What follows belongs to an exercise in optimizing a design on an open flow for small area; a production flow would make more cautious choices.
The RTL of this run was laid out without a check of its function.
Power and IR drop assume default switching activity.

==> design/flow/design.v <==
module uart_rx (
    input  wire       clk,
    input  wire       rst,
    input  wire       rx,
    input  wire       rot,
    output reg  [7:0] data,
    output reg        valid
);
    reg [3:0] rs;
    reg [8:0] tq;       
    wire [8:0] tmr = tq ^ 9'h0AA;
    wire idle = (rs == 4'd1);
    wire hit = (tmr == 9'h093);
    always @(posedge clk) begin
        tq <= (idle ? 9'h1B2 : hit ? 9'h1FF : {tmr[7:0], tmr[8] ^ tmr[4]}) ^ 9'h0AA;
        if (rs[3] && hit) data <= {rx, data[7:1]};
        else if (rot) data <= {data[0], data[7:1]};
    end
    always @(posedge clk) begin
        if (rst) begin
            valid <= 1'b0;
            rs <= 4'd1;
        end else begin
            valid <= (rs == 4'd0) && hit;
            if (idle) begin
                if (!rx) rs <= 4'd7;
            end else if (hit) begin
                if (rs == 4'd7 && rx) rs <= 4'd1;
                else rs <= rs + 4'd1;
            end
        end
    end
endmodule
module uart_rx_cmd (
    input  wire       clk,
    input  wire       rst,
    input  wire       rx,
    input  wire       ld,
    input  wire       hold,
    input  wire [4:0] ldv,
    output wire [4:0] keep,
    output reg  [2:0] cls,
    output reg        valid
);
    reg [3:0] rs;
    reg [8:0] tq;       
    wire [8:0] tmr = tq ^ 9'h0AA;
    reg [3:0] lo;
    reg ok;
    wire idle = (rs == 4'd1);
    wire hit = (tmr == 9'h093);
    assign keep = {ok, lo};
    wire g6 = (lo == 4'h8) | (lo == 4'h3) | (lo == 4'hD) | (lo == 4'h5);
    wire g3 = (lo[3:1] == 3'd0);
    reg want;
    always @(*) begin
        case (rs[1:0])
            2'd0: want = ~g6;
            2'd1: want = 1'b1;
            2'd2: want = ~g3;
            default: want = 1'b0;
        endcase
    end
    always @(*) begin
        if (!ok) cls = 3'd0;
        else case (lo)
            4'h0: cls = 3'd1;
            4'h1: cls = 3'd2;
            4'h2: cls = 3'd3;
            4'h8: cls = 3'd4;
            4'h3: cls = 3'd5;
            4'hD: cls = 3'd6;
            4'h5: cls = 3'd7;
            default: cls = 3'd0;
        endcase
    end
    always @(posedge clk) begin
        tq <= (idle ? 9'h1B2 : hit ? 9'h1FF : {tmr[7:0], tmr[8] ^ tmr[4]}) ^ 9'h0AA;
        if (ld) {ok, lo} <= ldv;
        else if (rs[3] && hit && !hold) begin
            if (!rs[2]) begin
                lo <= {rx, lo[3:1]};
                ok <= 1'b1;
            end else if (rx != want) ok <= 1'b0;
        end
    end
    always @(posedge clk) begin
        if (rst) begin
            valid <= 1'b0;
            rs <= 4'd1;
        end else begin
            valid <= (rs == 4'd0) && hit;
            if (idle) begin
                if (!rx) rs <= 4'd7;
            end else if (hit) begin
                if (rs == 4'd7 && rx) rs <= 4'd1;
                else rs <= rs + 4'd1;
            end
        end
    end
endmodule
module firepi_top (
    input  clk_50mhz,
    input  rst,  
    input  uart_rx,  
    output uart_tx,
    input  uart1_rx,  
    output uart1_tx,
    output led_out,  
    output led_solved  
);
    wire clk = clk_50mhz;
    reg [8:0] pc;        
    always @(posedge clk) pc <= pc + 9'd1;
    wire [4:0] ph = pc[4:0];
    wire [3:0] bk = pc[8:5];
    wire [3:0] ph4 = ph[3:0];
    wire lowh = ~ph[4];
    wire k0   = (ph == 5'd0);
    wire kend = (ph == 5'd31);
    localparam [21:0] DINV = 22'h2AAAAA;
    localparam [15:0] LINV = 16'hAAAA;
    reg [21:0] dbq;      
    reg blink;           
    wire [21:0] dbs = dbq ^ DINV;
    wire dbz = (dbs[20:0] == 21'd0);
    always @(posedge clk) begin
        if (rst) begin
            dbq <= 22'd1 ^ DINV;
            blink <= 1'b0;
        end else begin
            dbq <= {dbs[20:0], dbs[21] ^ dbs[20] ^ dbz} ^ DINV;
            if (dbz && !dbs[21]) blink <= ~blink;
        end
    end
    reg [15:0] lfq;      
    wire [15:0] lfsr = lfq ^ LINV;
    always @(posedge clk)
        if (rst) lfq <= 16'hACE1 ^ LINV;
        else lfq <= {lfsr[14:0], lfsr[15] ^ lfsr[13] ^ lfsr[12] ^ lfsr[10]} ^ LINV;
    wire [7:0] rxd1;
    wire [2:0] cls;      
    wire rxv0, rxv1;
    wire rld, rhold;
    wire [13:0] nrn;     
    wire [4:0] rkeep;
    uart_rx_cmd u_rx0 (.clk(clk), .rst(rst), .rx(uart_rx), .ld(rld), .hold(rhold),
                       .ldv(nrn[4:0]), .keep(rkeep), .cls(cls), .valid(rxv0));
    wire wrot;
    uart_rx u_rx1 (.clk(clk), .rst(rst), .rx(uart1_rx), .rot(wrot), .data(rxd1), .valid(rxv1));
    reg [15:0] a0, a1, a2, a3;    
    reg [15:0] b0, b1, b2, b3;    
    reg        gbuf;              
    reg [31:0] acc;               
    wire [3:0] ap = {a3[0], a2[0], a1[0], a0[0]};
    wire [3:0] bp = {b3[0], b2[0], b1[0], b0[0]};
    reg  [3:0] ain, bin;
    reg        accin;
    always @(posedge clk) begin
        a0 <= {ain[0], a0[15:1]};
        a1 <= {ain[1], a1[15:1]};
        a2 <= {ain[2], a2[15:1]};
        a3 <= {ain[3], a3[15:1]};
        b0 <= {bin[0], b0[15:1]};
        b1 <= {bin[1], b1[15:1]};
        b2 <= {bin[2], b2[15:1]};
        b3 <= {bin[3], b3[15:1]};
        acc <= {accin, acc[31:1]};
    end
    localparam S_IDLE = 4'd0, S_D1 = 4'd1, S_D2 = 4'd2, S_D3 = 4'd3,
               S_A1   = 4'd4, S_A2 = 4'd5, S_RDX = 4'd6, S_AP = 4'd7,
               S_TX   = 4'd8;
    localparam L_NONE = 3'd0, L_SWX = 3'd1, L_SW13 = 3'd3, L_SW23 = 3'd2,
               L_H0 = 3'd4, L_H1 = 3'd5, L_MEAS = 3'd6;
    reg [3:0] st;
    reg processing, green, meas;
    reg [3:0] tbyte, tslot;
    reg [8:0] tq;        
    wire [8:0] tmr = tq ^ 9'h0AA;
    reg txr;
    wire tend = (tmr == 9'h093);
    reg fr;
    reg [3:0] idx;       
    wire [3:0] nidx = idx + 4'd1;
    reg ready;
    reg wpend, wact;
    reg blkp, bact, bcopy, fwd;
    reg [2:0] lop;
    reg lact;
    reg [1:0] sub, hi;
    reg carry, prev, mcur, ep;
    reg [8:0] rr;        
    wire [13:0] nr = {rr, rkeep};
    localparam [15:0] C4 = 16'd46344;    
    wire isH  = lop[2] & ~lop[1];
    wire h1   = lop[0];
    wire isM  = lop[2] & lop[1];
    wire isSW = ~lop[2] & lop[1];
    wire mv   = isH | isSW;              
    wire st0  = mv & (sub == 2'd0);
    wire st1  = mv & (sub == 2'd1);
    wire [1:0] hp = hi[0] ? (h1 ? 2'd1 : 2'd2) : 2'd0;
    wire [1:0] hq = hi[0] ? 2'd3 : (h1 ? 2'd2 : 2'd1);
    wire hornH = isH & (sub == 2'd3);
    wire mhorn = isM & (sub == 2'd1);
    wire madd  = isM & (sub == 2'd2);
    wire horn = hornH | mhorn;
    wire [3:0] j = 4'd0 - bk;
    wire bfirst = (bk == 4'd1);
    wire blast = (bk == 4'd0);
    wire [1:0] tring;
    wire [1:0] xsel = isM ? (madd ? {2{ph[4]}} : hi) :
                      ((sub == 2'd1) | (sub[1] & hi[1])) ? hq : hp;
    wire [1:0] qsel = !lact ? tring : isM ? hi : hq;
    wire xr = ap[xsel];
    wire qr = ap[qsel];
    wire ext = (isH & hi[1]) ? mcur : ep;
    wire xk = lowh ? xr : ext;
    wire mbit = isH ? C4[j] : mcur;
    wire neg = mhorn & bfirst;
    wire first = bfirst & horn;
    wire accp = acc[0];
    wire pm = (isM & ~lowh) ? ep : (mbit & xk);
    wire [15:0] rpos = {nr[1:0], 2'b00, nr[13:2]};
    wire injb = (ph < 5'd14) ? 1'b0 : (ph >= 5'd28) ? 1'b1 : rpos[ph[3:0]];
    wire fa_a = st0 ? (isH & xr) : (st1 | madd) ? accp :
                (horn & ~first & ~k0) ? prev : 1'b0;
    wire fa_b = st0 ? qr : st1 ? (isH & ~xr) :
                madd ? ((hi == 2'd0) ? injb : xr) : (neg ? ~pm : pm);
    wire cin = k0 ? ((st1 & isH) | neg) : carry;
    wire sum = fa_a ^ fa_b ^ cin;
    wire cout = (fa_a & fa_b) | (cin & (fa_a ^ fa_b));
    wire we_x = lact & (((st0 | st1) & lowh) | (hornH & blast & ~lowh) | madd);
    assign nrn = ~lfsr[13:0];
    assign rld = (st == S_D2);
    assign rhold = isM;
    wire blkreq = (st == S_AP) | ((st == S_IDLE) & ~ready & rxv0 & (cls == 3'd3));
    wire [3:0] wk = idx;
    assign wrot = wact & lowh;
    wire wdat = rxd1[0];
    integer g;
    always @(*) begin
        for (g = 0; g < 4; g = g + 1) begin
            bin[g] = (wact && lowh && wk[2:1] == g && ph4[3] == ~wk[0]) ? wdat : bp[g];
            if (bact && lowh)
                ain[g] = bcopy ? bp[g] : ((hi == g) && (ph4 == 4'd14));
            else if (we_x && xsel == g)
                ain[g] = sum;
            else
                ain[g] = ap[g];
        end
        accin = accp;
        if (lact && horn) accin = sum;
        else if (lact && st0 && lowh) accin = xr;
    end
    reg [7:0] cbyte;
    always @(*) begin
        case (tbyte[2:0])
            3'd7: cbyte = 8'hAA;
            3'd0: cbyte = {7'b0, green};
            3'd2: cbyte = {7'b0011000, hi[1]};
            3'd3: cbyte = meas ? {7'b0011000, hi[0]} : 8'h4B;
            3'd4: cbyte = 8'h0D;
            3'd5: cbyte = 8'h0A;
            default: cbyte = 8'h00;
        endcase
    end
    wire [2:0] nd = tslot[2:0];                   
    wire ampbyte = tbyte[3];
    assign tring = tbyte[2:1];
    wire tcap = ~ampbyte | (ph4 == {~tbyte[0], nd});
    wire ans = ~tbyte[3] & (tbyte[2:1] == 2'b01 || tbyte[2:1] == 2'b10);
    assign uart1_tx = txr | ans;
    assign uart_tx  = txr | ~ans;
    assign led_solved = (!processing) && green;
    assign led_out = processing ? blink : (!green);
    always @(posedge clk) begin
        tq <= ((st != S_TX) ? 9'h1A4 : tend ? ((tslot == 4'd9) ? 9'h1A4 : 9'h1FF) :
               {tmr[7:0], tmr[8] ^ tmr[4]}) ^ 9'h0AA;
        if (st != S_TX) tslot <= 4'd15;
        else if (tend) tslot <= (tslot == 4'd9) ? 4'd15 : tslot + 4'd1;
    end
    always @(posedge clk) begin
        if (rst) begin
            st <= S_IDLE;
            processing <= 1'b0;
            green <= 1'b1;
            txr <= 1'b1;
            fr <= 1'b0;
            ready <= 1'b0;
            blkp <= 1'b1;
            bcopy <= 1'b0;
            bact <= 1'b0;
            hi <= 2'd0;
            lop <= L_NONE;
            lact <= 1'b0;
        end else begin
            if (rxv1) begin
                if (!fr) begin
                    if (rxd1 == 8'hAA) begin idx <= 4'd15; fr <= 1'b1; end
                end else begin
                    if (nidx == 4'd8) gbuf <= rxd1[0];
                    if (nidx == 4'd9) begin ready <= 1'b1; fr <= 1'b0; end
                    idx <= nidx;
                end
            end
            if (st == S_AP) ready <= 1'b0;
            case (st)
                S_IDLE: begin
                    processing <= 1'b0;
                    if (ready) begin
                        processing <= 1'b1;
                        st <= S_AP;
                    end else if (rxv0) begin
                        processing <= 1'b1;
                        case (cls)
                            3'd3: begin      
                                green <= 1'b1; meas <= 1'b0; tbyte <= 4'd3;
                                blkp <= 1'b1; bcopy <= 1'b0; hi <= 2'd0;
                                st <= S_D2;
                            end
                            3'd4: begin      
                                green <= 1'b0; meas <= 1'b0; tbyte <= 4'd3;
                                lop <= L_H0; st <= S_A1;
                            end
                            3'd5: begin      
                                green <= 1'b0; meas <= 1'b0; tbyte <= 4'd3;
                                lop <= L_SWX; st <= S_A1;
                            end
                            3'd6: begin      
                                green <= 1'b1; meas <= 1'b1; tbyte <= 4'd7;
                                lop <= L_MEAS; st <= S_D3;
                            end
                            3'd7: begin      
                                meas <= 1'b0; tbyte <= 4'd7;
                                st <= S_D1;
                            end
                            default: st <= S_RDX;
                        endcase
                    end
                end
                S_AP: begin
                    green <= gbuf;
                    blkp <= 1'b1;
                    bcopy <= 1'b1;
                    fwd <= wpend;    
                    st <= S_IDLE;
                end
                S_RDX: st <= S_IDLE;
                S_A1: if (rxv0) begin
                    if (lop[2]) begin
                        lop <= (cls == 3'd1) ? L_H0 : (cls == 3'd2) ? L_H1 : L_NONE;
                        st <= S_D1;
                    end else begin
                        lop <= (cls == 3'd1) ? L_SW13 : (cls == 3'd2) ? L_SW23 : L_SWX;
                        st <= S_A2;
                    end
                end
                S_A2: if (rxv0) begin
                    if (!((lop == L_SW13 && cls == 3'd2) || (lop == L_SW23 && cls == 3'd1)))
                        lop <= L_NONE;
                    st <= S_D1;
                end
                S_D3: st <= S_D2;
                S_D2: begin
                    rr <= nrn[13:5];
                    st <= S_D1;
                end
                S_D1: st <= S_TX;
                S_TX: begin
                    if (tend) begin
                        if (tslot == 4'd15) txr <= 1'b0;
                        else if (!tslot[3]) txr <= ampbyte ? ep : cbyte[nd];
                        else if (tslot == 4'd8) txr <= 1'b1;
                        else begin
                            if (tbyte == 4'd5) st <= S_IDLE;
                            else if (tbyte == 4'd1 && !meas) tbyte <= 4'd3;
                            else tbyte <= tbyte + 4'd1;
                        end
                    end
                end
                default: st <= S_IDLE;
            endcase
            if (kend) begin
                bact <= blkp & ~(bcopy & fwd & wpend);
                if (blkp && !blkreq && !(bcopy && fwd && wpend)) blkp <= 1'b0;
                if (!blkp && lop != L_NONE && !lact && st != S_A1 && st != S_A2) begin
                    lact <= 1'b1;
                    sub <= 2'd0; hi <= {1'b0, lop[1] & ~lop[2]};
                end
            end
            if (lact && kend) begin
                if (isSW) begin
                    sub <= 2'd1;
                    if (sub[0]) begin lop <= L_NONE; lact <= 1'b0; end
                end else if (isH) begin
                    case (sub)
                        2'd0: sub <= 2'd1;
                        2'd1: sub <= 2'd2;
                        2'd2: if (blast) sub <= 2'd3;
                        2'd3: if (blast) begin
                            hi[1] <= ~hi[1];
                            if (hi[1]) begin
                                sub <= 2'd0;
                                hi[0] <= 1'b1;
                                if (hi[0]) begin lop <= L_NONE; lact <= 1'b0; end
                            end
                        end
                    endcase
                end else if (isM) begin
                    if (sub == 2'd0) begin
                        if (blast) sub <= 2'd1;
                    end else if (sub == 2'd1) begin
                        if (blast) sub <= 2'd2;
                    end else begin
                        sub <= 2'd0;
                        if (sum) hi <= hi + 2'd1;
                        if (!sum || hi == 2'd2) begin
                            lop <= L_NONE; lact <= 1'b0;
                            blkp <= 1'b1; bcopy <= 1'b0;
                        end
                    end
                end
            end
        end
    end
    always @(posedge clk) begin
        if (rxv1 && fr && !nidx[3]) wpend <= 1'b1;
        else if (kend) wpend <= 1'b0;
        if (kend) wact <= wpend;
        else if (ph == 5'd15) wact <= 1'b0;
    end
    always @(posedge clk) begin
        carry <= cout;
        prev <= accp;
        if (lact && ph == 5'd15) begin
            if (st0 && isH) ep <= fa_a ^ fa_b ^ cout;
            if (st1 && isH) mcur <= fa_a ^ fa_b ^ cout;
            if (isM) ep <= xr & mcur;
        end
        if (lact && isM && !lowh && ph4 == ~bk) mcur <= qr;
        if (ampbyte && !tslot[3] && tcap) ep <= qr;
    end
endmodule
==> design/flow/run.sh <==
#!/bin/bash
# synth_recipe.tcl (not shown) runs the flow's synth.tcl, then flattens the netlist and writes it again
# the make line also repeats each setting of config.mk as NAME=value (left out here)
make -C /OpenROAD-flow-scripts/flow DESIGN_CONFIG=/design/flow/config.mk WORK_HOME=/design/flow/orfs CLKGATE_MAP_FILE= SYNTH_SCRIPT=/design/flow/synth_recipe.tcl finish
==> design/flow/config.mk <==
export PLATFORM = sky130hd
export DESIGN_NAME = firepi_top
export DESIGN_NICKNAME = firepi_top
export VERILOG_FILES = /design/flow/design.v
export SDC_FILE = /design/flow/constraint.sdc
export NUM_CORES = 4
export LEC_CHECK = 0
export ABC_AREA = 1
export CAP_MARGIN = 20
export CORE_MARGIN = 2
export CORE_UTILIZATION = 60
export CTS_BUF_LIST = sky130_fd_sc_hd__clkbuf_8
export CTS_CLUSTER_DIAMETER = 80
export CTS_CLUSTER_SIZE = 16
export PLACE_DENSITY = 0.7
export SLEW_MARGIN = 20
==> design/flow/constraint.sdc <==
create_clock -name core_clock -period 20.0 [get_ports {clk_50mhz}]
set_input_delay 4.0000 -clock core_clock [delete_from_list [all_inputs] [get_ports {clk_50mhz}]]
set_output_delay 4.0000 -clock core_clock [all_outputs]
set_load 0.01 [all_outputs]
==> run summary <==
-- sequential cells by signal, indices dropped and copies added, names as in the netlist, 16 cells and up --
register  count
dbq          22
b0           16
lfq          16
a3           16
a0           16
b3           16
b1           16
acc          32
a2           16
a1           16
b2           16
-- how the worst max path moves through the flow --
stage                                   endpoint  slack (ns)  cells past startpoint
after floorplan                  rr[0]$_DFFE_PP_       15.00                      2
after global placement            gbuf$_DFFE_PP_       14.23                      6
after detailed placement  tbyte[1]$_SDFFCE_PP1P_       14.19                      5
after CTS                               uart1_tx       13.91                      4
after global routing                    uart1_tx       13.83                      4
final                                   uart1_tx       13.94                      4
-- power by group through the flow --
stage	Sequential, mW	Clock, mW	Combinational (mW)
final	0.686	0.291	0.142
after global routing	0.691	0.320	0.164
after CTS	0.685	0.302	0.142
after detailed placement	0.699	0	0.141
after global placement	0.699	0	0.139
after floorplan	0.693	0	0.113
-- per-stage QoR --
step / instance area [µm²] / power (mW) / instances
6_report: 11400 / 1.12 / 1361
5_1_grt: 11400 / 1.18 / 1361
4_1_cts: 11400 / 1.13 / 1361
3_5_place_dp: 11000 / 0.840 / 1328
3_3_place_gp: 11000 / 0.838 / 1328
2_1_floorplan: 10800 / 0.806 / 1113
-- metal layers --
| layer | vias to the layer above | wire length (µm) | GRT usage [%] |
|---|---|---|---|
| met3 | 34 | 980 | 3.22 |
| met2 | 185 | 8110 | 32.2 |
| li1 | 3674 | - | - |
| met4 | 0 | 454 | 6.12 |
| met1 | 3301 | 9300 | 29.6 |
| met5 | - | 0 | 0 |
-- cell families after synthesis --
logic type,after synthesis,share of synthesized area (%)
and+or+nand+nor,428,18.2
buffers and inverters,154,5.68
xor gates and xnor gates,21,1.71
DFF,308,60.9
muxes,2,0.198
adders and majority gates,34,4.10
AOI/OAI and AO/OA,166,9.23
-- final cells by class --
type / instances / area [µm²] / area share [%]
Clock buffer: 23 / 317 / 2.78
Inverter: 135 / 509 / 4.47
Clock inverter: 10 / 53.8 / 0.472
Sequential cell: 308 / 6550 / 57.5
Tap cell: 225 / 282 / 2.47
Multi-Input combinational cell: 651 / 3600 / 31.6
Timing Repair Buffer: 9 / 85.1 / 0.747
-- worst register-to-register path: cells and delay by family (launching register included) --
family          cells  cell delay (ns)
buf+inv             1             0.03
compound gates      1             0.13
flops               1             0.48
simple gates       22             1.80
fa+ha+maj           2             1.13
-- synthesized netlist by cell type, types with 4 or more instances --
cell	count	area, µm²
nor4_1	9	56.3
nor2_1	109	409
o21ai_1	22	110
dfxtp_1	270	5410
clkbuf_1	9	33.8
nor2_2	5	31.3
nand3_2	6	60.1
nand2_2	10	62.6
o21ai_0	45	225
o22ai_1	8	50.1
edfxtp_1	38	1140
nand2_4	4	45.0
a21oi_1	44	220
nand3_1	64	320
inv_2	22	82.6
buf_2	6	30.0
inv_1	110	413
xor2_1	11	96.3
nor3_1	13	65.1
ha_1	32	400
o211ai_1	14	105
xnor2_1	10	87.6
or2_2	4	25.0
a31oi_1	7	43.8
nor3b_1	5	37.5
nand2_1	176	661
nand4_1	14	87.6
==> results.ini <==
[worst_hold_path]
hp-class = flip-flop to flip-flop
min_from = a1[13]$_DFF_P_
min_delay_path_depth = 0
whs_endpoint = a1[12]$_DFF_P_

[timing]
slew_viol_final = 0
max_freq_mhz = 165
hold_violations = 0
worst_pin_slew_ns = 0.630
rsz0062_at_grt = false
whs_ns = 0.321
fin_ws_ns = 13.94
min_period_ns = 6.06
final.setup_skew_ns = 0.0357
timing.setup.tns_ns = 0
relSlewSlack_pct = 57.8
setup_violations = 0
period_share_pct = 30.3

[global_routing]
gr-usage-all-layers_pct = 20.5
grt_pass1_vias = 6625
grt_pass1_wl_um = 31100
grt_antenna_before_repair = 0
grt_start_max_net_pins = 42
grt_overflow = 0

[routing]
drtAntennaViolNets = 0
drc_errors = 0
wire_per_inst_um = 13.8
drt-initial-drc-count = 428
avgViaCountPerCell = 5.29
first_pass_iters = 5
vias = 7194
wl_um = 18800

[worst_setup_path]
startpoint_type = flip-flop
critPathKind = flip-flop to output port
cp.required_ns = 16.00
end_kind = output port
reg2regPathDepth = 26
critPathBufInv = 1
cp_slowest_cell = edfxtp_1
r2r_slack_ns = 16.33
r2r-end = lop[2]$_SDFF_PP0_
crit_fanout = 8
crit_start = tbyte[2]$_DFFE_PP_
r2r-start = lop[2]$_SDFF_PP0_
crit_arrival_ns = 2.06
critical_path.cell_chain = ha_1 -> nand2_1 -> nand2_1 -> clkdlybuf4s50_1
cpPeakStageDelay_ns = 0.52
cpMostUsedCell = nand2_1
critical_path.top_delay_family = flip-flops

[final_layout]
diodes = 0
final_cell_mix = dfxtp_1, nand2_1, inv_1, nor2_1, nand3_1
layout_commonest_cell = dfxtp_1
nets = 1166
nFillCells = 1441
post-route-util_pct = 65.4
drive_gt1_share_pct = 8.19
synthToLayoutAreaGrowth_pct = 5.91

[yosys]
synthFlopType = dfxtp_1
yosysUniqueCellTypes = 57
yosysWarningCount = 3
seq_area_frac_synth_pct = 60.9
postSynthCellCount = 1113
netlist_area_um2 = 10800
ys_seq_elements = 308
async_reset_ff_share_pct = 0
syn_nets = 1151
syn_area_per_cell_um2 = 9.66
synth-edff-count = 38

[die]
fp.dieH_um = 138
core_um2 = 17400
fp.dieArea_um2 = 19000
initial_core_util_pct = 61.7
die_x_um = 138
rows = 48
io_pins = 8

[power_and_ir_drop]
p_leak_nw = 4.76
internal_power_mw = 0.819
swShare_pct = 26.8
p_per_area_nw_per_um2 = 98.2
peakVddDrop_uv = 90.9
power_frac_comb_pct = 12.7
pwr-share-seq_pct = 61.3
clkPwrFrac_pct = 26.0
p_switching_mw = 0.300

[placement]
port_buffers = 7
dp.final_hpwl_um = 13600
pre_cts_slack_ns = 14.19
gp_congestion = 0.928

[clock_network]
cts_resized = 0
cts.clk_slew.worst_paths_ns = 0.11
postCtsSetupBuffers = 0
cts_tree = yes
clk_path_buf_depth = 3
holdBufCountCts = 0
clock_latency_ns = 0.56
htree_levels = 1
cts_sinks = 308
cts_root_buf = clkbuf_8
cts_buffers = 23

[status]
outcome = complete, no violations

[job]
max_cap_violations = 0

## separate check: timing with driven ports
No port has a modelled driver above. Below, the same layout with a new extraction and two added sets of constraints. Step 1, drivers: a clkbuf_16 drives clk_50mhz and a buf_2 each remaining input, both assumed. Step 2 moves the port delays by t, midway between the first and last clock arrival at a register: inputs arrive t later, outputs are due t later. That takes back most of the time a late clock gives input paths. Slacks: ideal / step 1 / step 2; pairs: ideal / step 1.
shift t [ns]: 0.583
slack for setup (ns): 13.942 / 13.904 / 14.177
slew at the worst register clock pin (ns): 0.11 / 0.11
After both steps this run still meets setup and hold. The setup slack of this run moves by -0.038 ns with the drivers and by +0.235 ns with both steps.
